From an optimization exercise on the open Yosys and OpenROAD flow, aimed at small area, a short achievable clock period and few clock cycles per item; shortcuts taken in it are not production practice.
In this exercise RTL edits were held to simulation tests only and were not proved equivalent to the original.

==> flow/design.v <==
module FA (input a, input b, input c, output s, output co);
    assign s = a ^ b ^ c;
    assign co = (a & b) | (c & (a ^ b));
endmodule
module HA (input a, input b, output s, output co);
    assign s = a ^ b;
    assign co = a & b;
endmodule
module GPI (input a, input b, output ng, output np);
    assign ng = ~(a & b);
    assign np = ~(a | b);
endmodule
module MGI (input gh, input ph, input gl, input pl, output g, output p);
    assign g = ~(gh & (ph | gl));
    assign p = ~(ph | pl);
endmodule
module MGP (input gh, input ph, input gl, input pl, output g, output p);
    assign g = ~(gh | (ph & gl));
    assign p = ~(ph & pl);
endmodule
module INV2 (input g, input p, output gn, output pn);
    assign gn = ~g;
    assign pn = ~p;
endmodule
module CSEL (input s, input a, input b, output y);
    assign y = s ? a : b;
endmodule
module CrossProduct (input [10:0] ax,
                     input [10:0] ay,
                     input [10:0] bx,
                     input [10:0] by,
                     output pos);
    wire [9:0] ma = ax[9:0], mb = by[9:0], mc = ay[9:0], md = bx[9:0];
    wire n1 = ax[10] ^ by[10];    
    wire n2 = ay[10] ^ bx[10];    
    wire x, pa, pb;
    assign pa = n1 ? (n2 & ~x) : (n2 | x);
    assign pb = n1 ? (n2 & x) : (n2 | ~x);
    wire p1, q2, p3, q4, p5, q6, p7, q8, p9, q10, p11, q12, p13, q14, p15, q16;
    wire p17, q18, p19, q20, p21, q22, p23, q24, p25, q26, p27, q28, p29, q30, p31, q32;
    wire p33, q34, p35, q36, p37, q38, p39, q40, p41, q42, p43, q44, p45, q46, p47, q48;
    wire p49, q50, p51, q52, p53, q54, p55, q56, p57, q58, p59, q60, p61, q62, p63, q64;
    wire p65, q66, p67, q68, p69, q70, p71, q72, p73, q74, p75, q76, p77, q78, p79, q80;
    wire p81, q82, p83, q84, p85, q86, p87, q88, p89, q90, p91, q92, p93, q94, p95, q96;
    wire p97, q98, p99, q100, p101, q102, p103, q104, p105, q106, p107, q108, p109, q110, p111, q112;
    wire p113, q114, p115, q116, p117, q118, p119, q120, p121, q122, p123, q124, p125, q126, p127, q128;
    wire p129, q130, p131, q132, p133, q134, p135, q136, p137, q138, p139, q140, p141, q142, p143, q144;
    wire p145, q146, p147, q148, p149, q150, p151, q152, p153, q154, p155, q156, p157, q158, p159, q160;
    wire p161, q162, p163, q164, p165, q166, p167, q168, p169, q170, p171, q172, p173, q174, p175, q176;
    wire p177, q178, p179, q180, p181, q182, p183, q184, p185, q186, p187, q188, p189, q190, p191, q192;
    wire p193, q194, p195, q196, p197, q198, p199, q200, s201, c202, s203, c204, s205, c206, s207, c208;
    wire s209, c210, s211, c212, s213, c214, s215, c216, s217, c218, s219, c220, s221, c222, s223, c224;
    wire s225, c226, s227, c228, s229, c230, s231, c232, s233, c234, s235, c236, s237, c238, s239, c240;
    wire s241, c242, s243, c244, s245, c246, s247, c248, s249, c250, s251, c252, s253, c254, s255, c256;
    wire s257, c258, s259, c260, s261, c262, s263, c264, s265, c266, s267, c268, s269, c270, s271, c272;
    wire s273, c274, s275, c276, s277, c278, s279, c280, s281, c282, s283, c284, s285, c286, s287, c288;
    wire s289, c290, s291, c292, s293, c294, s295, c296, s297, c298, s299, c300, s301, c302, s303, c304;
    wire s305, c306, s307, c308, s309, c310, s311, c312, s313, c314, s315, c316, s317, c318, s319, c320;
    wire s321, c322, s323, c324, s325, c326, s327, c328, s329, c330, s331, c332, s333, c334, s335, c336;
    wire s337, c338, s339, c340, s341, c342, s343, c344, s345, c346, s347, c348, s349, c350, s351, c352;
    wire s353, c354, s355, c356, s357, c358, s359, c360, s361, c362, s363, c364, s365, c366, s367, c368;
    wire s369, c370, s371, c372, s373, c374, s375, c376, s377, c378, s379, c380, s381, c382, s383, c384;
    wire s385, c386, s387, c388, s389, c390, s391, c392, s393, c394, s395, c396, s397, c398, s399, c400;
    wire s401, c402, s403, c404, s405, c406, s407, c408, s409, c410, s411, c412, s413, c414, s415, c416;
    wire s417, c418, s419, c420, s421, c422, s423, c424, s425, c426, s427, c428, s429, c430, s431, c432;
    wire s433, c434, s435, c436, s437, c438, s439, c440, s441, c442, s443, c444, s445, c446, s447, c448;
    wire s449, c450, s451, c452, s453, c454, s455, c456, s457, c458, s459, c460, s461, c462, s463, c464;
    wire s465, c466, s467, c468, s469, c470, s471, c472, s473, c474, s475, c476, s477, c478, s479, c480;
    wire s481, c482, s483, c484, s485, c486, s487, c488, s489, c490, s491, c492, s493, c494, s495, c496;
    wire s497, c498, s499, c500, s501, c502, s503, c504, s505, c506, s507, c508, s509, c510, s511, c512;
    wire s513, c514, s515, c516, s517, c518, s519, c520, s521, c522, s523, c524, s525, c526, s527, c528;
    wire s529, c530, s531, c532, s533, c534, s535, c536, s537, c538, s539, c540, s541, c542, s543, c544;
    wire s545, c546, s547, c548, s549, c550, s551, c552, s553, c554, s555, c556, s557, c558, s559, c560;
    wire s561, c562, s563, c564, g565, t566, g567, t568, g569, t570, g571, t572, g573, t574, g575, t576;
    wire g577, t578, g579, t580, g581, t582, g583, t584, g585, t586, g587, t588, g589, t590, g591, t592;
    wire g593, t594, g595, t596, g597, t598, g599, t600, g601, t602, g603, t604, G605, P606, G607, P608;
    wire G609, P610, G611, P612, G613, P614, G615, P616, G617, P618, G619, P620, G621, P622, G623, P624;
    wire G625, P626, G627, P628, G629, P630, G631, P632, G633, P634, G635, P636, G637, P638, G639, P640;
    wire G641, P642, G643, P644, G645, P646;
    assign p1 = ma[0] & mb[0];
    assign q2 = ~(mc[0] & md[0]);
    assign p3 = ma[0] & mb[1];
    assign q4 = ~(mc[0] & md[1]);
    assign p5 = ma[0] & mb[2];
    assign q6 = ~(mc[0] & md[2]);
    assign p7 = ma[0] & mb[3];
    assign q8 = ~(mc[0] & md[3]);
    assign p9 = ma[0] & mb[4];
    assign q10 = ~(mc[0] & md[4]);
    assign p11 = ma[0] & mb[5];
    assign q12 = ~(mc[0] & md[5]);
    assign p13 = ma[0] & mb[6];
    assign q14 = ~(mc[0] & md[6]);
    assign p15 = ma[0] & mb[7];
    assign q16 = ~(mc[0] & md[7]);
    assign p17 = ma[0] & mb[8];
    assign q18 = ~(mc[0] & md[8]);
    assign p19 = ma[0] & mb[9];
    assign q20 = ~(mc[0] & md[9]);
    assign p21 = ma[1] & mb[0];
    assign q22 = ~(mc[1] & md[0]);
    assign p23 = ma[1] & mb[1];
    assign q24 = ~(mc[1] & md[1]);
    assign p25 = ma[1] & mb[2];
    assign q26 = ~(mc[1] & md[2]);
    assign p27 = ma[1] & mb[3];
    assign q28 = ~(mc[1] & md[3]);
    assign p29 = ma[1] & mb[4];
    assign q30 = ~(mc[1] & md[4]);
    assign p31 = ma[1] & mb[5];
    assign q32 = ~(mc[1] & md[5]);
    assign p33 = ma[1] & mb[6];
    assign q34 = ~(mc[1] & md[6]);
    assign p35 = ma[1] & mb[7];
    assign q36 = ~(mc[1] & md[7]);
    assign p37 = ma[1] & mb[8];
    assign q38 = ~(mc[1] & md[8]);
    assign p39 = ma[1] & mb[9];
    assign q40 = ~(mc[1] & md[9]);
    assign p41 = ma[2] & mb[0];
    assign q42 = ~(mc[2] & md[0]);
    assign p43 = ma[2] & mb[1];
    assign q44 = ~(mc[2] & md[1]);
    assign p45 = ma[2] & mb[2];
    assign q46 = ~(mc[2] & md[2]);
    assign p47 = ma[2] & mb[3];
    assign q48 = ~(mc[2] & md[3]);
    assign p49 = ma[2] & mb[4];
    assign q50 = ~(mc[2] & md[4]);
    assign p51 = ma[2] & mb[5];
    assign q52 = ~(mc[2] & md[5]);
    assign p53 = ma[2] & mb[6];
    assign q54 = ~(mc[2] & md[6]);
    assign p55 = ma[2] & mb[7];
    assign q56 = ~(mc[2] & md[7]);
    assign p57 = ma[2] & mb[8];
    assign q58 = ~(mc[2] & md[8]);
    assign p59 = ma[2] & mb[9];
    assign q60 = ~(mc[2] & md[9]);
    assign p61 = ma[3] & mb[0];
    assign q62 = ~(mc[3] & md[0]);
    assign p63 = ma[3] & mb[1];
    assign q64 = ~(mc[3] & md[1]);
    assign p65 = ma[3] & mb[2];
    assign q66 = ~(mc[3] & md[2]);
    assign p67 = ma[3] & mb[3];
    assign q68 = ~(mc[3] & md[3]);
    assign p69 = ma[3] & mb[4];
    assign q70 = ~(mc[3] & md[4]);
    assign p71 = ma[3] & mb[5];
    assign q72 = ~(mc[3] & md[5]);
    assign p73 = ma[3] & mb[6];
    assign q74 = ~(mc[3] & md[6]);
    assign p75 = ma[3] & mb[7];
    assign q76 = ~(mc[3] & md[7]);
    assign p77 = ma[3] & mb[8];
    assign q78 = ~(mc[3] & md[8]);
    assign p79 = ma[3] & mb[9];
    assign q80 = ~(mc[3] & md[9]);
    assign p81 = ma[4] & mb[0];
    assign q82 = ~(mc[4] & md[0]);
    assign p83 = ma[4] & mb[1];
    assign q84 = ~(mc[4] & md[1]);
    assign p85 = ma[4] & mb[2];
    assign q86 = ~(mc[4] & md[2]);
    assign p87 = ma[4] & mb[3];
    assign q88 = ~(mc[4] & md[3]);
    assign p89 = ma[4] & mb[4];
    assign q90 = ~(mc[4] & md[4]);
    assign p91 = ma[4] & mb[5];
    assign q92 = ~(mc[4] & md[5]);
    assign p93 = ma[4] & mb[6];
    assign q94 = ~(mc[4] & md[6]);
    assign p95 = ma[4] & mb[7];
    assign q96 = ~(mc[4] & md[7]);
    assign p97 = ma[4] & mb[8];
    assign q98 = ~(mc[4] & md[8]);
    assign p99 = ma[4] & mb[9];
    assign q100 = ~(mc[4] & md[9]);
    assign p101 = ma[5] & mb[0];
    assign q102 = ~(mc[5] & md[0]);
    assign p103 = ma[5] & mb[1];
    assign q104 = ~(mc[5] & md[1]);
    assign p105 = ma[5] & mb[2];
    assign q106 = ~(mc[5] & md[2]);
    assign p107 = ma[5] & mb[3];
    assign q108 = ~(mc[5] & md[3]);
    assign p109 = ma[5] & mb[4];
    assign q110 = ~(mc[5] & md[4]);
    assign p111 = ma[5] & mb[5];
    assign q112 = ~(mc[5] & md[5]);
    assign p113 = ma[5] & mb[6];
    assign q114 = ~(mc[5] & md[6]);
    assign p115 = ma[5] & mb[7];
    assign q116 = ~(mc[5] & md[7]);
    assign p117 = ma[5] & mb[8];
    assign q118 = ~(mc[5] & md[8]);
    assign p119 = ma[5] & mb[9];
    assign q120 = ~(mc[5] & md[9]);
    assign p121 = ma[6] & mb[0];
    assign q122 = ~(mc[6] & md[0]);
    assign p123 = ma[6] & mb[1];
    assign q124 = ~(mc[6] & md[1]);
    assign p125 = ma[6] & mb[2];
    assign q126 = ~(mc[6] & md[2]);
    assign p127 = ma[6] & mb[3];
    assign q128 = ~(mc[6] & md[3]);
    assign p129 = ma[6] & mb[4];
    assign q130 = ~(mc[6] & md[4]);
    assign p131 = ma[6] & mb[5];
    assign q132 = ~(mc[6] & md[5]);
    assign p133 = ma[6] & mb[6];
    assign q134 = ~(mc[6] & md[6]);
    assign p135 = ma[6] & mb[7];
    assign q136 = ~(mc[6] & md[7]);
    assign p137 = ma[6] & mb[8];
    assign q138 = ~(mc[6] & md[8]);
    assign p139 = ma[6] & mb[9];
    assign q140 = ~(mc[6] & md[9]);
    assign p141 = ma[7] & mb[0];
    assign q142 = ~(mc[7] & md[0]);
    assign p143 = ma[7] & mb[1];
    assign q144 = ~(mc[7] & md[1]);
    assign p145 = ma[7] & mb[2];
    assign q146 = ~(mc[7] & md[2]);
    assign p147 = ma[7] & mb[3];
    assign q148 = ~(mc[7] & md[3]);
    assign p149 = ma[7] & mb[4];
    assign q150 = ~(mc[7] & md[4]);
    assign p151 = ma[7] & mb[5];
    assign q152 = ~(mc[7] & md[5]);
    assign p153 = ma[7] & mb[6];
    assign q154 = ~(mc[7] & md[6]);
    assign p155 = ma[7] & mb[7];
    assign q156 = ~(mc[7] & md[7]);
    assign p157 = ma[7] & mb[8];
    assign q158 = ~(mc[7] & md[8]);
    assign p159 = ma[7] & mb[9];
    assign q160 = ~(mc[7] & md[9]);
    assign p161 = ma[8] & mb[0];
    assign q162 = ~(mc[8] & md[0]);
    assign p163 = ma[8] & mb[1];
    assign q164 = ~(mc[8] & md[1]);
    assign p165 = ma[8] & mb[2];
    assign q166 = ~(mc[8] & md[2]);
    assign p167 = ma[8] & mb[3];
    assign q168 = ~(mc[8] & md[3]);
    assign p169 = ma[8] & mb[4];
    assign q170 = ~(mc[8] & md[4]);
    assign p171 = ma[8] & mb[5];
    assign q172 = ~(mc[8] & md[5]);
    assign p173 = ma[8] & mb[6];
    assign q174 = ~(mc[8] & md[6]);
    assign p175 = ma[8] & mb[7];
    assign q176 = ~(mc[8] & md[7]);
    assign p177 = ma[8] & mb[8];
    assign q178 = ~(mc[8] & md[8]);
    assign p179 = ma[8] & mb[9];
    assign q180 = ~(mc[8] & md[9]);
    assign p181 = ma[9] & mb[0];
    assign q182 = ~(mc[9] & md[0]);
    assign p183 = ma[9] & mb[1];
    assign q184 = ~(mc[9] & md[1]);
    assign p185 = ma[9] & mb[2];
    assign q186 = ~(mc[9] & md[2]);
    assign p187 = ma[9] & mb[3];
    assign q188 = ~(mc[9] & md[3]);
    assign p189 = ma[9] & mb[4];
    assign q190 = ~(mc[9] & md[4]);
    assign p191 = ma[9] & mb[5];
    assign q192 = ~(mc[9] & md[5]);
    assign p193 = ma[9] & mb[6];
    assign q194 = ~(mc[9] & md[6]);
    assign p195 = ma[9] & mb[7];
    assign q196 = ~(mc[9] & md[7]);
    assign p197 = ma[9] & mb[8];
    assign q198 = ~(mc[9] & md[8]);
    assign p199 = ma[9] & mb[9];
    assign q200 = ~(mc[9] & md[9]);
    FA fs201 (.a(p19), .b(q20), .c(p37), .s(s201), .co(c202));
    HA hs203 (.a(p39), .b(q40), .s(s203), .co(c204));
    FA fs205 (.a(p13), .b(q14), .c(p31), .s(s205), .co(c206));
    FA fs207 (.a(p15), .b(q16), .c(p33), .s(s207), .co(c208));
    FA fs209 (.a(q34), .b(p51), .c(q52), .s(s209), .co(c210));
    HA hs211 (.a(p69), .b(q70), .s(s211), .co(c212));
    FA fs213 (.a(p17), .b(q18), .c(p35), .s(s213), .co(c214));
    FA fs215 (.a(q36), .b(p53), .c(q54), .s(s215), .co(c216));
    FA fs217 (.a(p71), .b(q72), .c(p89), .s(s217), .co(c218));
    FA fs219 (.a(q90), .b(p107), .c(q108), .s(s219), .co(c220));
    HA hs221 (.a(p125), .b(q126), .s(s221), .co(c222));
    FA fs223 (.a(s201), .b(q38), .c(p55), .s(s223), .co(c224));
    FA fs225 (.a(q56), .b(p73), .c(q74), .s(s225), .co(c226));
    FA fs227 (.a(p91), .b(q92), .c(p109), .s(s227), .co(c228));
    FA fs229 (.a(q110), .b(p127), .c(q128), .s(s229), .co(c230));
    FA fs231 (.a(p145), .b(q146), .c(p163), .s(s231), .co(c232));
    HA hs233 (.a(q164), .b(p181), .s(s233), .co(c234));
    FA fs235 (.a(s203), .b(p57), .c(q58), .s(s235), .co(c236));
    FA fs237 (.a(p75), .b(q76), .c(p93), .s(s237), .co(c238));
    FA fs239 (.a(q94), .b(p111), .c(q112), .s(s239), .co(c240));
    FA fs241 (.a(p129), .b(q130), .c(p147), .s(s241), .co(c242));
    FA fs243 (.a(q148), .b(p165), .c(q166), .s(s243), .co(c244));
    FA fs245 (.a(p183), .b(q184), .c(c202), .s(s245), .co(c246));
    FA fs247 (.a(p59), .b(q60), .c(p77), .s(s247), .co(c248));
    FA fs249 (.a(q78), .b(p95), .c(q96), .s(s249), .co(c250));
    FA fs251 (.a(p113), .b(q114), .c(p131), .s(s251), .co(c252));
    FA fs253 (.a(q132), .b(p149), .c(q150), .s(s253), .co(c254));
    FA fs255 (.a(p167), .b(q168), .c(p185), .s(s255), .co(c256));
    FA fs257 (.a(p79), .b(q80), .c(p97), .s(s257), .co(c258));
    FA fs259 (.a(q98), .b(p115), .c(q116), .s(s259), .co(c260));
    FA fs261 (.a(p133), .b(q134), .c(p151), .s(s261), .co(c262));
    FA fs263 (.a(p99), .b(q100), .c(p117), .s(s263), .co(c264));
    FA fs265 (.a(p9), .b(q10), .c(p27), .s(s265), .co(c266));
    FA fs267 (.a(p11), .b(q12), .c(p29), .s(s267), .co(c268));
    FA fs269 (.a(q30), .b(p47), .c(q48), .s(s269), .co(c270));
    HA hs271 (.a(p65), .b(q66), .s(s271), .co(c272));
    FA fs273 (.a(s205), .b(q32), .c(p49), .s(s273), .co(c274));
    FA fs275 (.a(q50), .b(p67), .c(q68), .s(s275), .co(c276));
    FA fs277 (.a(p85), .b(q86), .c(p103), .s(s277), .co(c278));
    HA hs279 (.a(q104), .b(p121), .s(s279), .co(c280));
    FA fs281 (.a(s207), .b(s209), .c(s211), .s(s281), .co(c282));
    FA fs283 (.a(p87), .b(q88), .c(p105), .s(s283), .co(c284));
    FA fs285 (.a(q106), .b(p123), .c(q124), .s(s285), .co(c286));
    FA fs287 (.a(p141), .b(q142), .c(c206), .s(s287), .co(c288));
    FA fs289 (.a(s213), .b(s215), .c(s217), .s(s289), .co(c290));
    FA fs291 (.a(s219), .b(s221), .c(p143), .s(s291), .co(c292));
    FA fs293 (.a(q144), .b(p161), .c(q162), .s(s293), .co(c294));
    FA fs295 (.a(c208), .b(c210), .c(c212), .s(s295), .co(c296));
    FA fs297 (.a(s223), .b(s225), .c(s227), .s(s297), .co(c298));
    FA fs299 (.a(s229), .b(s231), .c(s233), .s(s299), .co(c300));
    FA fs301 (.a(q182), .b(c214), .c(c216), .s(s301), .co(c302));
    FA fs303 (.a(c218), .b(c220), .c(c222), .s(s303), .co(c304));
    FA fs305 (.a(s235), .b(s237), .c(s239), .s(s305), .co(c306));
    FA fs307 (.a(s241), .b(s243), .c(s245), .s(s307), .co(c308));
    FA fs309 (.a(c224), .b(c226), .c(c228), .s(s309), .co(c310));
    FA fs311 (.a(c230), .b(c232), .c(c234), .s(s311), .co(c312));
    FA fs313 (.a(s247), .b(s249), .c(s251), .s(s313), .co(c314));
    FA fs315 (.a(s253), .b(s255), .c(q186), .s(s315), .co(c316));
    FA fs317 (.a(c204), .b(c236), .c(c238), .s(s317), .co(c318));
    FA fs319 (.a(c240), .b(c242), .c(c244), .s(s319), .co(c320));
    FA fs321 (.a(s257), .b(s259), .c(s261), .s(s321), .co(c322));
    FA fs323 (.a(q152), .b(p169), .c(q170), .s(s323), .co(c324));
    FA fs325 (.a(p187), .b(q188), .c(c248), .s(s325), .co(c326));
    FA fs327 (.a(c250), .b(c252), .c(c254), .s(s327), .co(c328));
    FA fs329 (.a(s263), .b(q118), .c(p135), .s(s329), .co(c330));
    FA fs331 (.a(q136), .b(p153), .c(q154), .s(s331), .co(c332));
    FA fs333 (.a(p171), .b(q172), .c(p189), .s(s333), .co(c334));
    FA fs335 (.a(q190), .b(c258), .c(c260), .s(s335), .co(c336));
    FA fs337 (.a(p119), .b(q120), .c(p137), .s(s337), .co(c338));
    FA fs339 (.a(q138), .b(p155), .c(q156), .s(s339), .co(c340));
    FA fs341 (.a(p173), .b(q174), .c(p191), .s(s341), .co(c342));
    FA fs343 (.a(p139), .b(q140), .c(p157), .s(s343), .co(c344));
    HA hs345 (.a(p5), .b(q6), .s(s345), .co(c346));
    FA fs347 (.a(p7), .b(q8), .c(p25), .s(s347), .co(c348));
    FA fs349 (.a(q26), .b(p43), .c(q44), .s(s349), .co(c350));
    FA fs351 (.a(s265), .b(q28), .c(p45), .s(s351), .co(c352));
    FA fs353 (.a(q46), .b(p63), .c(q64), .s(s353), .co(c354));
    HA hs355 (.a(p81), .b(q82), .s(s355), .co(c356));
    FA fs357 (.a(s267), .b(s269), .c(s271), .s(s357), .co(c358));
    FA fs359 (.a(p83), .b(q84), .c(p101), .s(s359), .co(c360));
    assign s361 = ~(q102 ^ c266);
    assign c362 = q102 | c266;
    FA fs363 (.a(s273), .b(s275), .c(s277), .s(s363), .co(c364));
    FA fs365 (.a(s279), .b(q122), .c(c268), .s(s365), .co(c366));
    assign s367 = ~(c270 ^ c272);
    assign c368 = c270 | c272;
    FA fs369 (.a(s281), .b(s283), .c(s285), .s(s369), .co(c370));
    FA fs371 (.a(s287), .b(c274), .c(c276), .s(s371), .co(c372));
    assign s373 = ~(c278 ^ c280);
    assign c374 = c278 | c280;
    FA fs375 (.a(s289), .b(s291), .c(s293), .s(s375), .co(c376));
    FA fs377 (.a(s295), .b(c282), .c(c284), .s(s377), .co(c378));
    assign s379 = ~(c286 ^ c288);
    assign c380 = c286 | c288;
    FA fs381 (.a(s297), .b(s299), .c(s301), .s(s381), .co(c382));
    FA fs383 (.a(s303), .b(c290), .c(c292), .s(s383), .co(c384));
    assign s385 = ~(c294 ^ c296);
    assign c386 = c294 | c296;
    FA fs387 (.a(s305), .b(s307), .c(s309), .s(s387), .co(c388));
    FA fs389 (.a(s311), .b(c298), .c(c300), .s(s389), .co(c390));
    assign s391 = ~(c302 ^ c304);
    assign c392 = c302 | c304;
    FA fs393 (.a(s313), .b(s315), .c(s317), .s(s393), .co(c394));
    FA fs395 (.a(s319), .b(c246), .c(c306), .s(s395), .co(c396));
    FA fs397 (.a(c308), .b(c310), .c(c312), .s(s397), .co(c398));
    FA fs399 (.a(s321), .b(s323), .c(s325), .s(s399), .co(c400));
    FA fs401 (.a(s327), .b(c256), .c(c314), .s(s401), .co(c402));
    FA fs403 (.a(c316), .b(c318), .c(c320), .s(s403), .co(c404));
    FA fs405 (.a(s329), .b(s331), .c(s333), .s(s405), .co(c406));
    FA fs407 (.a(s335), .b(c262), .c(c322), .s(s407), .co(c408));
    FA fs409 (.a(c324), .b(c326), .c(c328), .s(s409), .co(c410));
    FA fs411 (.a(s337), .b(s339), .c(s341), .s(s411), .co(c412));
    FA fs413 (.a(q192), .b(c264), .c(c330), .s(s413), .co(c414));
    FA fs415 (.a(c332), .b(c334), .c(c336), .s(s415), .co(c416));
    FA fs417 (.a(s343), .b(q158), .c(p175), .s(s417), .co(c418));
    FA fs419 (.a(q176), .b(p193), .c(q194), .s(s419), .co(c420));
    FA fs421 (.a(c338), .b(c340), .c(c342), .s(s421), .co(c422));
    FA fs423 (.a(p159), .b(q160), .c(p177), .s(s423), .co(c424));
    FA fs425 (.a(q178), .b(p195), .c(q196), .s(s425), .co(c426));
    HA hs427 (.a(p3), .b(q4), .s(s427), .co(c428));
    FA fs429 (.a(s345), .b(p23), .c(q24), .s(s429), .co(c430));
    HA hs431 (.a(p41), .b(q42), .s(s431), .co(c432));
    FA fs433 (.a(s347), .b(s349), .c(p61), .s(s433), .co(c434));
    assign s435 = ~(q62 ^ c346);
    assign c436 = q62 | c346;
    FA fs437 (.a(s351), .b(s353), .c(s355), .s(s437), .co(c438));
    assign s439 = ~(c348 ^ c350);
    assign c440 = c348 | c350;
    FA fs441 (.a(s357), .b(s359), .c(s361), .s(s441), .co(c442));
    FA fs443 (.a(c352), .b(c354), .c(c356), .s(s443), .co(c444));
    FA fs445 (.a(s363), .b(s365), .c(s367), .s(s445), .co(c446));
    FA fs447 (.a(c358), .b(c360), .c(c362), .s(s447), .co(c448));
    FA fs449 (.a(s369), .b(s371), .c(s373), .s(s449), .co(c450));
    FA fs451 (.a(c364), .b(c366), .c(c368), .s(s451), .co(c452));
    FA fs453 (.a(s375), .b(s377), .c(s379), .s(s453), .co(c454));
    FA fs455 (.a(c370), .b(c372), .c(c374), .s(s455), .co(c456));
    FA fs457 (.a(s381), .b(s383), .c(s385), .s(s457), .co(c458));
    FA fs459 (.a(c376), .b(c378), .c(c380), .s(s459), .co(c460));
    FA fs461 (.a(s387), .b(s389), .c(s391), .s(s461), .co(c462));
    FA fs463 (.a(c382), .b(c384), .c(c386), .s(s463), .co(c464));
    FA fs465 (.a(s393), .b(s395), .c(s397), .s(s465), .co(c466));
    FA fs467 (.a(c388), .b(c390), .c(c392), .s(s467), .co(c468));
    FA fs469 (.a(s399), .b(s401), .c(s403), .s(s469), .co(c470));
    FA fs471 (.a(c394), .b(c396), .c(c398), .s(s471), .co(c472));
    FA fs473 (.a(s405), .b(s407), .c(s409), .s(s473), .co(c474));
    FA fs475 (.a(c400), .b(c402), .c(c404), .s(s475), .co(c476));
    FA fs477 (.a(s411), .b(s413), .c(s415), .s(s477), .co(c478));
    FA fs479 (.a(c406), .b(c408), .c(c410), .s(s479), .co(c480));
    FA fs481 (.a(s417), .b(s419), .c(s421), .s(s481), .co(c482));
    FA fs483 (.a(c412), .b(c414), .c(c416), .s(s483), .co(c484));
    FA fs485 (.a(s423), .b(s425), .c(c344), .s(s485), .co(c486));
    FA fs487 (.a(c418), .b(c420), .c(c422), .s(s487), .co(c488));
    FA fs489 (.a(p179), .b(q180), .c(p197), .s(s489), .co(c490));
    FA fs491 (.a(q198), .b(c424), .c(c426), .s(s491), .co(c492));
    HA hs493 (.a(s427), .b(p21), .s(s493), .co(c494));
    FA fs495 (.a(s429), .b(s431), .c(c428), .s(s495), .co(c496));
    FA fs497 (.a(s433), .b(s435), .c(c430), .s(s497), .co(c498));
    FA fs499 (.a(s437), .b(s439), .c(c434), .s(s499), .co(c500));
    FA fs501 (.a(s441), .b(s443), .c(c438), .s(s501), .co(c502));
    FA fs503 (.a(s445), .b(s447), .c(c442), .s(s503), .co(c504));
    FA fs505 (.a(s449), .b(s451), .c(c446), .s(s505), .co(c506));
    FA fs507 (.a(s453), .b(s455), .c(c450), .s(s507), .co(c508));
    FA fs509 (.a(s457), .b(s459), .c(c454), .s(s509), .co(c510));
    FA fs511 (.a(s461), .b(s463), .c(c458), .s(s511), .co(c512));
    FA fs513 (.a(s465), .b(s467), .c(c462), .s(s513), .co(c514));
    FA fs515 (.a(s469), .b(s471), .c(c466), .s(s515), .co(c516));
    FA fs517 (.a(s473), .b(s475), .c(c470), .s(s517), .co(c518));
    FA fs519 (.a(s477), .b(s479), .c(c474), .s(s519), .co(c520));
    FA fs521 (.a(s481), .b(s483), .c(c478), .s(s521), .co(c522));
    FA fs523 (.a(s485), .b(s487), .c(c482), .s(s523), .co(c524));
    FA fs525 (.a(s489), .b(s491), .c(c486), .s(s525), .co(c526));
    FA fs527 (.a(p199), .b(q200), .c(c490), .s(s527), .co(c528));
    HA hs529 (.a(s493), .b(q22), .s(s529), .co(c530));
    assign s531 = ~(s495 ^ c494);
    assign c532 = s495 | c494;
    FA fs533 (.a(s497), .b(c432), .c(c496), .s(s533), .co(c534));
    FA fs535 (.a(s499), .b(c436), .c(c498), .s(s535), .co(c536));
    FA fs537 (.a(s501), .b(c440), .c(c500), .s(s537), .co(c538));
    FA fs539 (.a(s503), .b(c444), .c(c502), .s(s539), .co(c540));
    FA fs541 (.a(s505), .b(c448), .c(c504), .s(s541), .co(c542));
    FA fs543 (.a(s507), .b(c452), .c(c506), .s(s543), .co(c544));
    FA fs545 (.a(s509), .b(c456), .c(c508), .s(s545), .co(c546));
    FA fs547 (.a(s511), .b(c460), .c(c510), .s(s547), .co(c548));
    FA fs549 (.a(s513), .b(c464), .c(c512), .s(s549), .co(c550));
    FA fs551 (.a(s515), .b(c468), .c(c514), .s(s551), .co(c552));
    FA fs553 (.a(s517), .b(c472), .c(c516), .s(s553), .co(c554));
    FA fs555 (.a(s519), .b(c476), .c(c518), .s(s555), .co(c556));
    FA fs557 (.a(s521), .b(c480), .c(c520), .s(s557), .co(c558));
    FA fs559 (.a(s523), .b(c484), .c(c522), .s(s559), .co(c560));
    FA fs561 (.a(s525), .b(c488), .c(c524), .s(s561), .co(c562));
    FA fs563 (.a(s527), .b(c492), .c(c526), .s(s563), .co(c564));
    GPI ug565 (.a(p1), .b(q2), .ng(g565), .np(t566));
    assign g567 = ~s529;
    assign t568 = 1'b0;
    GPI ug569 (.a(s531), .b(c530), .ng(g569), .np(t570));
    GPI ug571 (.a(s533), .b(c532), .ng(g571), .np(t572));
    GPI ug573 (.a(s535), .b(c534), .ng(g573), .np(t574));
    GPI ug575 (.a(s537), .b(c536), .ng(g575), .np(t576));
    GPI ug577 (.a(s539), .b(c538), .ng(g577), .np(t578));
    GPI ug579 (.a(s541), .b(c540), .ng(g579), .np(t580));
    GPI ug581 (.a(s543), .b(c542), .ng(g581), .np(t582));
    GPI ug583 (.a(s545), .b(c544), .ng(g583), .np(t584));
    GPI ug585 (.a(s547), .b(c546), .ng(g585), .np(t586));
    GPI ug587 (.a(s549), .b(c548), .ng(g587), .np(t588));
    GPI ug589 (.a(s551), .b(c550), .ng(g589), .np(t590));
    GPI ug591 (.a(s553), .b(c552), .ng(g591), .np(t592));
    GPI ug593 (.a(s555), .b(c554), .ng(g593), .np(t594));
    GPI ug595 (.a(s557), .b(c556), .ng(g595), .np(t596));
    GPI ug597 (.a(s559), .b(c558), .ng(g597), .np(t598));
    GPI ug599 (.a(s561), .b(c560), .ng(g599), .np(t600));
    GPI ug601 (.a(s563), .b(c562), .ng(g601), .np(t602));
    GPI ug603 (.a(c528), .b(c564), .ng(g603), .np(t604));
    MGI mG605 (.gh(g603), .ph(t604), .gl(g601), .pl(t602), .g(G605), .p(P606));
    MGI mG607 (.gh(g599), .ph(t600), .gl(g597), .pl(t598), .g(G607), .p(P608));
    MGI mG609 (.gh(g595), .ph(t596), .gl(g593), .pl(t594), .g(G609), .p(P610));
    MGI mG611 (.gh(g591), .ph(t592), .gl(g589), .pl(t590), .g(G611), .p(P612));
    MGI mG613 (.gh(g587), .ph(t588), .gl(g585), .pl(t586), .g(G613), .p(P614));
    MGI mG615 (.gh(g583), .ph(t584), .gl(g581), .pl(t582), .g(G615), .p(P616));
    MGI mG617 (.gh(g579), .ph(t580), .gl(g577), .pl(t578), .g(G617), .p(P618));
    MGI mG619 (.gh(g575), .ph(t576), .gl(g573), .pl(t574), .g(G619), .p(P620));
    MGI mG621 (.gh(g571), .ph(t572), .gl(g569), .pl(t570), .g(G621), .p(P622));
    MGI mG623 (.gh(g567), .ph(t568), .gl(g565), .pl(t566), .g(G623), .p(P624));
    MGP mG625 (.gh(G605), .ph(P606), .gl(G607), .pl(P608), .g(G625), .p(P626));
    MGP mG627 (.gh(G609), .ph(P610), .gl(G611), .pl(P612), .g(G627), .p(P628));
    MGP mG629 (.gh(G613), .ph(P614), .gl(G615), .pl(P616), .g(G629), .p(P630));
    MGP mG631 (.gh(G617), .ph(P618), .gl(G619), .pl(P620), .g(G631), .p(P632));
    MGP mG633 (.gh(G621), .ph(P622), .gl(G623), .pl(P624), .g(G633), .p(P634));
    MGI mG635 (.gh(G625), .ph(P626), .gl(G627), .pl(P628), .g(G635), .p(P636));
    MGI mG637 (.gh(G629), .ph(P630), .gl(G631), .pl(P632), .g(G637), .p(P638));
    INV2 iG639 (.g(G633), .p(P634), .gn(G639), .pn(P640));
    MGP mG641 (.gh(G635), .ph(P636), .gl(G637), .pl(P638), .g(G641), .p(P642));
    INV2 iG643 (.g(G639), .p(P640), .gn(G643), .pn(P644));
    MGI mG645 (.gh(G641), .ph(P642), .gl(G643), .pl(P644), .g(G645), .p(P646));
    assign x = 1'b1;
    CSEL usel (.s(G645), .a(pa), .b(pb), .y(pos));
endmodule
module geofence (clk,
                 reset,
                 X,
                 Y,
                 valid,
                 is_inside);
    input clk;
    input reset;
    input [9:0] X;
    input [9:0] Y;
    output valid;
    output is_inside;
    reg [3:0] cnt;
    reg [9:0] px, py;
    reg [10:0] ux, uy, sx, sy, ex, ey;    
    reg ins, vld;
    wire cs, ce;
    CrossProduct C0 (.ax(sx), .ay(sy), .bx(ux), .by(uy), .pos(cs));
    CrossProduct C1 (.ax(ex), .ay(ey), .bx(ux), .by(uy), .pos(ce));
    assign valid = vld;
    assign is_inside = ins;
    always @(posedge clk or posedge reset) begin
        if (reset) begin
            cnt <= 4'd0;
            vld <= 1'b0;
        end else begin
            cnt <= (cnt == 4'd8) ? 4'd0 : cnt + 4'd1;
            vld <= (cnt == 4'd7);
        end
    end
    wire [10:0] dx = {1'b0, X} - {1'b0, px};
    wire [10:0] dy = {1'b0, Y} - {1'b0, py};
    wire [9:0] lx, ly;    
    assign lx[0] = 1'b0;
    assign ly[0] = 1'b0;
    genvar j;
    generate
        for (j = 1; j < 10; j = j + 1) begin : neg
            assign lx[j] = lx[j-1] | dx[j-1];
            assign ly[j] = ly[j-1] | dy[j-1];
        end
    endgenerate
    wire [9:0] mx = dx[9:0] ^ ({10{dx[10]}} & lx);
    wire [9:0] my = dy[9:0] ^ ({10{dy[10]}} & ly);
    wire place = cnt >= 4'd3 && cnt <= 4'd7;
    always @(posedge clk) begin
        if (cnt == 4'd0) begin
            px <= X;
            py <= Y;
        end
        ux <= {dx[10], mx};
        uy <= {dy[10], my};
        if (cnt == 4'd2 || (place && !cs && !ce)) begin
            sx <= ux;
            sy <= uy;
        end
        if (cnt == 4'd2 || (place && cs && ce)) begin
            ex <= ux;
            ey <= uy;
        end
        if (cnt == 4'd2)
            ins <= 1'b0;
        else if (place && !cs && ce)
            ins <= 1'b1;
    end
endmodule
==> flow/run.sh <==
#!/bin/bash
# synth_recipe.tcl (not shown) runs the flow's synth.tcl, then flattens the netlist and writes it again
# the make line also repeats each setting of config.mk as NAME=value (left out here)
make -C /OpenROAD-flow-scripts/flow DESIGN_CONFIG=/design/flow/config.mk WORK_HOME=/design/flow/orfs CLKGATE_MAP_FILE= SYNTH_SCRIPT=/design/flow/synth_recipe.tcl finish
==> flow/config.mk <==
export PLATFORM = sky130hd
export DESIGN_NAME = geofence
export DESIGN_NICKNAME = geofence
export VERILOG_FILES = /design/flow/design.v
export SDC_FILE = /design/flow/constraint.sdc
export NUM_CORES = 4
export LEC_CHECK = 0
export CAP_MARGIN = 20
export CORE_MARGIN = 2
export CORE_UTILIZATION = 40
export SETUP_SLACK_MARGIN = 2.0
export SLEW_MARGIN = 20
export SYNTH_HIERARCHICAL = 1
export SYNTH_MINIMUM_KEEP_SIZE = 0
==> flow/constraint.sdc <==
create_clock -name core_clock -period 7.5 [get_ports {clk}]
set_input_delay 1.5000 -clock core_clock [delete_from_list [all_inputs] [get_ports {clk}]]
set_output_delay 1.5000 -clock core_clock [all_outputs]
set_load 0.01 [all_outputs]
==> summary.md, run 1 <==
| Metric | Value |
|---|---|
| Clk buf depth | `2` |
| Initial core utilization | `40.47%` |
| Register area | `approximately 2500 sq um` |
| Synth-to-layout area growth | `12.40%` |
| Largest net degree at the start of global routing | `23` |
| Total Routed Length | `36630 um` |
| Buf/Inv on CP | `2` |
| Critical path required time | `7.57 ns` |
| First-pass GRT wire length | `60150 um` |
| CP Max Fanout | `5` |
| H-tree levels | `3` |
| Post-Syn Instances | `1328` |
| Syn Nets | `1739` |
| DRT Pass-1 Iters | `4` |
| Die area | `37350 sq um` |
| Antenna violation net count after detailed routing | `0` |
| Tightest Pin Transition | `between 0.9 and 1 ns` |
| N_diodes | `0` |
| Nets | `1828` |
| Clock transition at the registers of the reported paths | `0.07 ns` |
| Cell Chain, Critical Path | `and2_4 > fa_2 > fa_2 > fa_2 > fa_2 > fa_2 > fa_1 > fa_1 > nor2_2 > o21ai_2 > a21oi_2 > o21ai_2 > a21oi_2 > o21ai_2 > mux2_4 > o211ai_1 > buf_4 > a21oi_4 > buf_4` |
| Outcome | `complete, no violations` |
| R2R Setup Slk | `between 1.5 and 2 ns` |
| Clk latency of the worst-skew pair | `around 0.35 ns` |
| CP delay by family, top | `adder cells` |
| Die H | `roughly 190 um` |
| Crit share post-route | `78.34%` |
| Hpwl dp | `around 27000 um` |
| Core area | `~35000 sq um` |
| Slew HR | `38.25%` |
| CP Capture Type | `flip-flop` |
| RSZ-0062 raised after global routing | `true` |
| Crit path time final | `5.876 ns` |
| CP peak stage delay | `0.56 ns` |
| Total number of vias | `between 9000 and 10000` |
| Initial antenna violation count | `0` |
| Wire length per cell | `19.45 um` |
| Setup Viol. Count Final | `0` |
| Width of the die | `193.3 um` |
| Detailed-route vias per instance | `5.129` |
| Mapped Area | `around 14000 sq um` |
| DP Worst Slack | `1.007 ns` |
| Fmax | `about 170 MHz` |
| Max_cap viols | `0` |
| Worst Setup Start Kind | `flip-flop` |
| Clk_skew | `approximately 0.0094 ns` |
| GRT Total Usage | `20.89%` |
| Vias in the first global route | `~11000` |
| # rows | `69` |
| DRC Markers | `0` |
| Worst Path Arrival | `5.95 ns` |
| WS Path Type | `reg -> reg` |
| Final worst slack | `1.624 ns` |
| Layout cells sized above 1 | `16.32%` |
| CTS tree | `yes` |
| CTS sink cnt | `92` |
| Syn. warnings | `7` |
| Hold WC Path Type | `reg -> reg` |
| Clock root buffer master | `clkbuf_16` |
| Slew Viols, Final | `0` |
| Area taken by multi-input logic gates | `between 10000 and 15000 sq um` |
| Initial DRC count | `559` |
| Slowest CP cell | `fa_2` |
| Core Util, Final | `45.49%` |
| Port bufs | `23` |
| Total CTS buffers | `9` |
| Avg Inst Size Synth | `10.79 sq um` |
| Remaining Overflow, GRT | `0` |
| Fill cell count | `about 3300` |
| Setup_tns | `0 ns` |
| Final Hold Viols | `0` |
| Boundary pin count | `24` |
| Most used cell, CP | `fa_2` |
| GPL Wtd Cong | `0.7945` |
==> what timing repair did <==
action | CTS | global route
pin swaps | 35 | 11
setup buffers | 65 | 3
gates resized for setup | 32 | 10
hold buffers | 0 | 0
setup endpoints to repair | 45 | 45
gates cloned | 4 | 0
==> cell usage in the layout (no fill, tap or decap), types with 5 or more instances in the layout <==
cell type,count
dfxtp_4,5
a21oi_2,19
edfxtp_1,64
inv_1,107
ha_1,65
o21ai_2,27
buf_4,86
xor2_1,11
fa_1,306
dfrtp_1,5
a21oi_1,7
fa_2,18
nand2_1,260
clkbuf_16,9
dfxtp_1,14
and2_4,8
xnor2_1,20
clkdlybuf4s50_1,23
nand2b_1,6
and2_1,196
nor2_1,74
nor2_2,9
==> final cells by class <==
type,count,share of cell area [%]
clock buffer,9,1.399
sequential,92,15.72
inverter,109,2.541
multi-input combinational,1090,70.46
clock inverter,7,0.3652
timing repair buffer,115,5.936
tap,461,3.582
==> worst paths after layout <==
path                              from     end  cells after the start
min in group asynchronous        reset  cnt[3]                      2
worst max-delay path             ex[1]   ey[1]                     19
worst min-delay path            cnt[0]  cnt[0]                      1
worst min register to register  cnt[0]  cnt[0]                      1
max in group asynchronous        reset  cnt[1]                      2
worst max register to register   ex[1]   ey[1]                     19
==> metal layers <==
metal | wire (um) | up-vias | track usage, %
met5 | 0 | - | 0
met4 | 1284 | 0 | 6.757
met3 | 2550 | 79 | 2.981
met2 | 17420 | 349 | 34.56
met1 | 15370 | 4945 | 28.46
li1 | - | 4285 | -
==> state kept, by name, summed over array words and instances (netlist names) <==
| name | count |
|---|---|
| ex | 11 |
| ey | 11 |
| sx | 11 |
| sy | 11 |
| ux | 11 |
| uy | 11 |
| px | 10 |
| py | 10 |
| cnt | 4 |
| ins | 1 |
| vld | 1 |
==> metrics by stage <==
step / hold WS [ns] / area, sq um / std cells
after global placement: 0.4753 / 15140 / 1795
after detailed placement: 0.4876 / 15140 / 1795
after global routing: 0.5202 / 16100 / 1883
after floorplan: 0.4368 / 14380 / 1328
final: 0.4987 / 16100 / 1883
after CTS: 0.4978 / 16050 / 1880
Testbench counts, summed over its fixed seeds: cycles 28,800, tests 3,200.
==> inputs of run 2 (changes only) <==
--- a/flow/config.mk
+++ b/flow/config.mk
@@ -10,2 +10,3 @@
 export CORE_UTILIZATION = 40
+export CTS_BUF_LIST = sky130_fd_sc_hd__clkbuf_4 sky130_fd_sc_hd__clkbuf_8
 export SETUP_SLACK_MARGIN = 2.0
==> run 2 against run 1 <==
Against the previous run:
- still clean on timing, DRC and antenna
- global-route usage is essentially flat
- count of clock-buffer cells in the layout did not move
- area after synthesis stayed put
- non-clock buffer count up 3
- register-to-register slack is essentially flat
- largest cell class unchanged
==> summary.md, run 2 <==
| Metric | Value |
|---|---|
| Setup_tns | `0 ns` |
| Crit share post-route | `78.42%` |
| DRC Markers | `0` |
| Total number of vias | `9741` |
| Nets | `1831` |
| Outcome | `complete, no violations` |
| Most common cell after layout, fill and taps aside | `fa_1` |
| Syn. warnings | `7` |
| WS Path Type | `reg -> reg` |
| Port bufs | `23` |
| Clock transition at the registers of the reported paths | `0.10 ns` |
| Initial DRC count | `496` |
| RSZ-0062 raised after global routing | `true` |
| DRT Pass-1 Iters | `5` |
| Total Routed Length | `about 37000 um` |
| First-pass GRT wire length | `approximately 60000 um` |
| Largest net degree at the start of global routing | `23` |
| DP Worst Slack | `between 1 and 1.5 ns` |
| Tightest Pin Transition | `0.9502 ns` |
| Syn Nets | `1739` |
| Avg Inst Size Synth | `~11 sq um` |
| N_diodes | `0` |
| GPL Wtd Cong | `0.7945` |
| CP Max Fanout | `5` |
| Initial antenna violation count | `0` |
| Fmax | `170.0 MHz` |
| Die H | `193.3 um` |
| R2R Setup Slk | `1.62 ns` |
| H-tree levels | `3` |
| Die area | `approximately 37000 sq um` |
| Worst hold start | `cnt[0]` |
| Slew HR | `between 30% and 40%` |
| Final Hold Viols | `0` |
| CTS tree | `yes` |
| Remaining Overflow, GRT | `0` |
| Antenna violation net count after detailed routing | `0` |
| Hold Crit Endpoint | `cnt[0]` |
| Synth-to-layout area growth | `11.95%` |
| # rows | `69` |
| Post-Syn Instances | `1328` |
| Max_cap viols | `0` |
| Clock root buffer master | `clkbuf_8` |
| Total CTS buffers | `9` |
| Hold_buf cts | `0` |
| Worst Path Arrival | `approximately 6.0 ns` |
| Core area | `around 35000 sq um` |
| Initial core utilization | `between 40 and 50%` |
| Worst Setup Start Kind | `flip-flop` |
| GRT Total Usage | `20.86%` |
| CP Capture Type | `flip-flop` |
| Hold WC Path Type | `reg -> reg` |
| FF-to-FF Start | `ex[1]` |
| Hold WS | `0.5063 ns` |
| Mapped Area | `14330 sq um` |
| Worst hold stages | `1` |
| Crit path time final | `5.882 ns` |
| Clk buf depth | `2` |
| Wire length per cell | `19.48 um` |
| Vias in the first global route | `10971` |
| Commonest cells after routing, fill and taps aside | `fa_1 (306), nand2_1 (260), and2_1 (196), inv_1 (107), buf_4 (87)` |
| Width of the die | `193.3 um` |
| Hpwl dp | `between 20000 and 30000 um` |
| Critical path required time | `7.62 ns` |
| Clk latency of the worst-skew pair | `about 0.39 ns` |
| R2R Path End | `ey[1]` |
| Detailed-route vias per instance | `5.165` |
| Slew Viols, Final | `0` |
| R2R cell count | `19` |
| Setup Viol. Count Final | `0` |
| Clk_skew | `0.01310 ns` |
| CTS sink cnt | `92` |
| Boundary pin count | `24` |
| Final worst slack | `1.618 ns` |
| Layout cells sized above 1 | `between 15 and 20%` |
run 2: cell count changes in the layout (fill, tap and decap cells not counted), sizes merged:
cell / change
buf: +3
run 2: worst max-delay path by stage:
stage           from  slack [ns]     to  depth (start not counted)
4_1_cts        ex[1]        1.62  ex[3]                         18
6_report       ex[1]        1.62  ey[1]                         19
5_1_grt        ex[1]        1.43  ey[1]                         19
3_3_place_gp   ey[0]        1.24  ex[7]                         17
3_5_place_dp   uy[3]        1.01  ex[4]                         16
2_1_floorplan  ex[1]        1.84  ex[0]                         17
run 2: timing repair:
item / 4_1_cts / 5_1_grt
endpoints found under the setup margin: 45 / 45
endpoints found under the hold margin: 0 / 0
cloned: 4 / 0
pin swaps: 35 / 9
resized for setup: 32 / 13
setup buffers: 67 / 4
run 2: critical path: stages (launching register included):
cell	delay, ns
edfxtp_1	0.47
and2_4	0.18
fa_2	0.56
fa_2	0.45
fa_2	0.54
fa_2	0.44
fa_2	0.54
fa_1	0.43
fa_1	0.49
nor2_2	0.15
o21ai_2	0.07
a21oi_2	0.17
o21ai_2	0.09
a21oi_2	0.13
o21ai_2	0.08
mux2_4	0.21
o211ai_1	0.08
buf_4	0.17
a21oi_4	0.19
buf_6	0.15
run 2: cell type report:
class                           instances  area [sq um]
Clock buffer                            9         123.9
Clock inverter                          7         58.81
Fill cell                            3302         19360
Inverter                              109         409.1
Multi-Input combinational cell       1090         11350
Sequential cell                        92          2531
Tap cell                              461         576.8
Timing Repair Buffer                  118         985.9
run 2: per-layer routing:
metal / GRT usage [%] / vias up / part of all wire, %
met1: 28.34 / 4996 / 42
met2: 34.33 / 372 / 47
met4: 7.012 / 0 / 3.6
li1: - / 4296 / -
met5: 0 / - / 0
met3: 3.208 / 77 / 6.8
run 2: metrics by stage:
| stage | std cells | cell area (sq um) | util, % |
|---|---|---|---|
| finish | 1886 | 16040 | 45.31 |
| global route | 1886 | 16040 | 45.31 |
| CTS | 1882 | 15960 | 45.09 |
| detailed placement | 1795 | 15140 | 42.77 |
| global placement | 1795 | 15140 | 42.77 |
| floorplan | 1328 | 14380 | - |
==> inputs of run 3 (changes only) <==
--- a/flow/config.mk
+++ b/flow/config.mk
@@ -15 +15,2 @@
 export SYNTH_MINIMUM_KEEP_SIZE = 0
+export TNS_END_PERCENT = 10
==> run 3 against run 2 <==
Against the previous run:
- synthesized cell count is the same
- sequential cell count is the same
- hold slack gained 0.0062 ns
- area after synthesis is the same
- die area is the same
- sequential share of layout area grew 0.063 points
- fmax shrank 0.30%
- wire length grew 0.85%
- count of clock-buffer cells in the layout is the same
- critical path depth shrank 1
- critical path type unchanged
- largest cell class unchanged
- highest routed layer unchanged
==> summary.md, run 3 <==
| Metric | Value |
|---|---|
| N_diodes | `0` |
| Port bufs | `23` |
| Setup Viol. Count Final | `0` |
| Boundary pin count | `24` |
| GRT Total Usage | `20.97%` |
| Placed inst area | `15110 sq um` |
| Crit share post-route | `78.66%` |
| Syn. warnings | `7` |
| R2R cell count | `18` |
| CP Capture Type | `flip-flop` |
| Mapped Area | `14330 sq um` |
| Total Routed Length | `around 37000 um` |
| Slew HR | `43.16%` |
| Slew Viols, Final | `0` |
| Detailed-route vias per instance | `between 5 and 6` |
| Hold WC Path Type | `reg -> reg` |
| Layout cells sized above 1 | `15.75%` |
| Syn Nets | `1739` |
| Post-Syn Instances | `1328` |
| Outcome | `complete, no violations` |
| Metal2 WL | `17940 um` |
| Core area | `35400 sq um` |
| Initial DRC count | `566` |
| Worst Path Arrival | `6.01 ns` |
| Setup_tns | `0 ns` |
| Clock root buffer master | `clkbuf_8` |
| DRT Pass-1 Iters | `5` |
| Total number of vias | `9651` |
| Die area | `37350 sq um` |
| Placed cell count | `1791` |
| Initial antenna violation count | `0` |
| Worst Setup Start Kind | `flip-flop` |
| Hold_buf cts | `0` |
| Clk latency of the worst-skew pair | `0.39 ns` |
| Die H | `193.3 um` |
| Routed wl met3 | `2572 um` |
| Most common cell after layout, fill and taps aside | `fa_1` |
| Tightest Pin Transition | `~0.85 ns` |
| Most used cell, CP | `fa_1` |
| Post-Layout Cell Count | `1883` |
| DRC Markers | `0` |
| GPL Wtd Cong | `0.8062` |
| # rows | `just under 70` |
| Total CTS buffers | `9` |
| Hpwl dp | `26810 um` |
| Met1 wire length | `15620 um` |
| CP Max Fanout | `6` |
| Clk_skew | `0.01819 ns` |
| Critical path required time | `7.61 ns` |
| First-pass GRT wire length | `approximately 60000 um` |
| Remaining Overflow, GRT | `0` |
| Crit path time final | `5.899 ns` |
| Highest Signal Layer | `met4` |
| Vias in the first global route | `10885` |
| Fmax | `about 170 MHz` |
| CTS tree | `yes` |
| H-tree levels | `3` |
| Commonest cells after routing, fill and taps aside | `fa_1 (312), nand2_1 (261), and2_1 (196), inv_1 (107), buf_4 (91)` |
| CP peak stage delay | `0.55 ns` |
| WS Path Type | `reg -> reg` |
| Width of the die | `between 150 and 200 um` |
| Clock transition at the registers of the reported paths | `0.11 ns` |
| Worst hold stages | `1` |
| Core Util, Final | `45.18%` |
| Antenna violation net count after detailed routing | `0` |
| DP Worst Slack | `~1.1 ns` |
| Max_cap viols | `0` |
| Wire length per cell | `19.68 um` |
| Clk buf depth | `2` |
| Synth-to-layout area growth | `11.62%` |
| Final Hold Viols | `0` |
| Avg Inst Size Synth | `between 10 and 15 sq um` |
| Final worst slack | `between 1.5 and 2 ns` |
| CTS sink cnt | `92` |
| Largest net degree at the start of global routing | `23` |
| RSZ-0062 raised after global routing | `true` |
| Slowest CP cell | `fa_1` |
| Design Area, Final | `15990 sq um` |
| Nets | `1828` |
| Cell Chain, Critical Path | `and2_4 > fa_1 > fa_2 > fa_1 > fa_2 > fa_2 > fa_1 > fa_1 > nor2_2 > nor2_1 > nand2_1 > nor2_1 > nand2_1 > o21ai_2 > mux2_4 > nor3_4 > buf_4 > a21o_4` |
| Initial core utilization | `40.47%` |
==> run 3: cell count changes in the layout (fill, tap and decap cells not counted), moves of 3 or more <==
cell / delta
buf_4: +4
buf_6: -6
clkinv_8: +3
fa_1: +6
fa_2: -6
nor2_1: +4
nor2_2: -4
==> run 3: through the flow <==
step	hold WS [ns]
final	0.5125
after global routing	0.5425
after CTS	0.5069
after detailed placement	0.4897
after global placement	0.4756
after floorplan	0.4368
==> run 3: path summary, 6_finish.rpt <==
path | slack (ns) | end | startpoint
setup / recovery | 1.60 | sy[5] | sx[1]
hold / removal | 0.51 | cnt[0] | cnt[0]
hold reg to reg | 0.51 | cnt[0] | cnt[0]
setup reg to reg | 1.60 | sy[5] | sx[1]
max in group asynchronous | 5.95 | cnt[0] | reset
min in group asynchronous | 1.33 | cnt[2] | reset
==> run 3: metal layers <==
layer / track usage [%] / vias up
li1: - / 4283
met3: 3.923 / 58
met4: 5.344 / 0
met5: 0 / -
met2: 35.41 / 340
met1: 27.93 / 4970
==> run 3: what timing repair did <==
| item | 4_1_cts | 5_1_grt |
|---|---|---|
| pin swaps | 21 | 3 |
| setup buffers | 64 | 8 |
| gates resized for setup | 24 | 4 |
| cloned | 4 | 0 |
| endpoints found under the setup margin | 45 | 45 |
==> run 3: area by class of cell <==
cell class	count	area, sq um
clock buffer	9	123.9
clock inverter	7	88.84
fill	3307	19410
inverter	109	409.1
multi-input combinational	1090	11320
sequential	92	2534
tap	461	576.8
timing repair buffer	115	933.4
==> run 3: worst max-delay path, delay by kind of cell (launching register included) <==
| family | cells | cell delay [ns] |
|---|---|---|
| DFF | 1 | 0.46 |
| and+or+nand+nor | 7 | 0.82 |
| AOI/OAI and AO/OA | 2 | 0.37 |
| muxes | 1 | 0.34 |
| adders and majority gates | 7 | 3.47 |
| buffers and inverters | 1 | 0.17 |
==> inputs of run 4 (changes only) <==
--- a/flow/config.mk
+++ b/flow/config.mk
@@ -11,3 +11,3 @@
 export CTS_BUF_LIST = sky130_fd_sc_hd__clkbuf_4 sky130_fd_sc_hd__clkbuf_8
-export SETUP_SLACK_MARGIN = 2.0
+export SETUP_SLACK_MARGIN = 3.0
 export SLEW_MARGIN = 20
@@ -15,2 +15 @@
 export SYNTH_MINIMUM_KEEP_SIZE = 0
-export TNS_END_PERCENT = 10
==> run 4 against run 3 <==
Against the previous run:
- utilization rose by 0.24 points
- area after synthesis did not move
- count of clock-buffer cells in the layout did not move
- register-to-register slack barely moved
- final cell count rose by 0.37%
- synthesized cell count did not move
==> summary.md, run 4 <==
| Metric | Value |
|---|---|
| Setup_tns | `0 ns` |
| Post-Syn Instances | `1328` |
| Clk_skew | `0.01776 ns` |
| Setup Viol. Count Final | `0` |
| Buf/Inv on CP | `2` |
| Core area | `35400 sq um` |
| Nets | `1835` |
| N_diodes | `0` |
| Fill cell count | `3342` |
| CP peak stage delay | `0.57 ns` |
| Remaining Overflow, GRT | `0` |
| Width of the die | `193.3 um` |
| Die H | `between 150 and 200 um` |
| Commonest cells after routing, fill and taps aside | `fa_1 (310), nand2_1 (261), and2_1 (196), inv_1 (107), buf_4 (92)` |
| Vias in the first global route | `~11000` |
| # rows | `69` |
| Syn Nets | `~1700` |
| Initial core utilization | `between 40 and 50%` |
| Hpwl dp | `27200 um` |
| Clk buf depth | `2` |
| H-tree levels | `3` |
| Mapped Area | `14330 sq um` |
| CP Capture Type | `flip-flop` |
| Area taken by multi-input logic gates | `11330 sq um` |
| Clock root buffer master | `clkbuf_8` |
| Syn. warnings | `7` |
| Avg Inst Size Synth | `10.79 sq um` |
| Layout cells sized above 1 | `roughly 16%` |
| Most used cell, CP | `fa_2` |
| CTS sink cnt | `92` |
| Critical path required time | `7.67 ns` |
| CP Max Fanout | `11` |
| GPL Wtd Cong | `0.8018` |
| Outcome | `complete, no violations` |
| DRC Markers | `0` |
| WS Path Type | `reg -> reg` |
| Fmax | `169.5 MHz` |
| GRT Total Usage | `21.04%` |
| Worst Path Arrival | `about 6 ns` |
| Slowest CP cell | `fa_2` |
| Detailed-route vias per instance | `5.137` |
| Clock transition at the registers of the reported paths | `around 0.11 ns` |
| Wire length per cell | `19.47 um` |
| Crit path time final | `5.899 ns` |
| CP delay by family, top | `adder cells` |
| Cell Chain, Critical Path | `and2_4 > fa_2 > fa_2 > fa_2 > fa_2 > fa_2 > fa_1 > fa_1 > nor2_2 > nor2_1 > nand2_1 > nor2_1 > nand2_1 > o21ai_2 > mux2_4 > o211ai_1 > buf_4 > a21oi_4 > buf_12` |
| DRT Pass-1 Iters | `5` |
| Total Routed Length | `36800 um` |
| Total CTS buffers | `9` |
| Initial antenna violation count | `0` |
| Clk latency of the worst-skew pair | `0.39 ns` |
| Total number of vias | `9708` |
| Port bufs | `23` |
| First-pass GRT wire length | `60420 um` |
| Register area | `2539 sq um` |
| Antenna violation net count after detailed routing | `0` |
| Slew Viols, Final | `0` |
| Boundary pin count | `24` |
| Worst Setup Start Kind | `flip-flop` |
| Tightest Pin Transition | `0.9138 ns` |
| Initial DRC count | `roughly 610` |
| Largest net degree at the start of global routing | `23` |
| Hold WS | `0.5029 ns` |
| Crit share post-route | `78.65%` |
| RSZ-0062 raised after global routing | `true` |
| Die area | `37350 sq um` |
| Most common cell after layout, fill and taps aside | `fa_1` |
| Slew HR | `slightly below 40%` |
| Final Hold Viols | `0` |
| Synth-to-layout area growth | `12.22%` |
| CTS tree | `yes` |
| Max_cap viols | `0` |
| Hold WC Path Type | `reg -> reg` |
[run 4: worst paths after layout]
path                        from  endpoint  slack, ns  cells past startpoint
max in group asynchronous  reset    cnt[1]       5.95                      2
min in group asynchronous  reset    cnt[2]       1.33                      2
min reg2reg                ux[9]     ex[9]       0.50                      0
min                        ux[9]     ex[9]       0.50                      0
max reg2reg                ex[1]     ey[1]       1.60                     19
max                        ex[1]     ey[1]       1.60                     19
[run 4: worst register-to-register path: cells and delay by family (launching register included)]
family                   cells  cell delay (ns)
adder cells (fa/ha/maj)      7             3.51
flip-flops                   1             0.46
buffers and inverters        2             0.36
AND/OR/NAND/NOR              6             0.66
AO/OA/AOI/OAI                3             0.35
multiplexers                 1             0.33
[run 4: cell type report]
type,instances,area share [%]
clock buffers,9,0.7705
clock inverters,7,0.4047
inverters,109,2.545
multi-input cells,1090,70.50
flip-flops and latches,92,15.79
well taps,461,3.588
repair buffers,122,6.405
[run 4: what timing repair did]
item,in CTS,in global routing
endpoints found under the setup margin,45,45
hold buffers,0,0
gates cloned,4,0
gates resized for setup,31,7
pin swaps,16,4
buffers inserted,70,7
[run 4: metal layers]
layer	routed length (um)	GRT usage, %
met1	15390	27.87
met2	17670	35.11
met3	2499	3.556
met4	1229	7.238
met5	0	0
[run 4: metrics by stage]
step	cells	util (%)	area, sq um	setup slack (ns)
final	1890	45.42	16080	1.601
after global routing	1890	45.42	16080	1.431
after CTS	1883	45.20	16000	1.617
after detailed placement	1793	42.73	15130	1.116
after global placement	1793	42.73	15130	1.171
after floorplan	1328	-	14380	1.839

## separate check: timing with driven ports
No port has a modelled driver above. Below, the same layouts with a new extraction and two added sets of constraints.
Step 1 assumes that a clkbuf_16 drives the clock port and a buf_2 every other input.
Step 2 moves the port delays by t, midway between the first and last clock arrival at a register: inputs arrive t later, outputs are due t later. That takes back most of the time a late clock gives input paths.
Three values: ideal ports, drivers, drivers and shift; two values: the first two.
run	t, ns	setup WS [ns]	worst hold slack (ns)	pins driven straight from the clock port
run 1	0.390	1.624 / 1.624 / 1.624	0.499 / 0.499 / 0.499	1
run 2	0.420	1.618 / 1.618 / 1.618	0.506 / 0.506 / 0.506	1
run 3	0.420	1.601 / 1.601 / 1.601	0.512 / 0.512 / 0.512	1
run 4	0.415	1.601 / 1.601 / 1.601	0.503 / 0.503 / 0.503	1
After both steps every run listed still meets setup and hold.
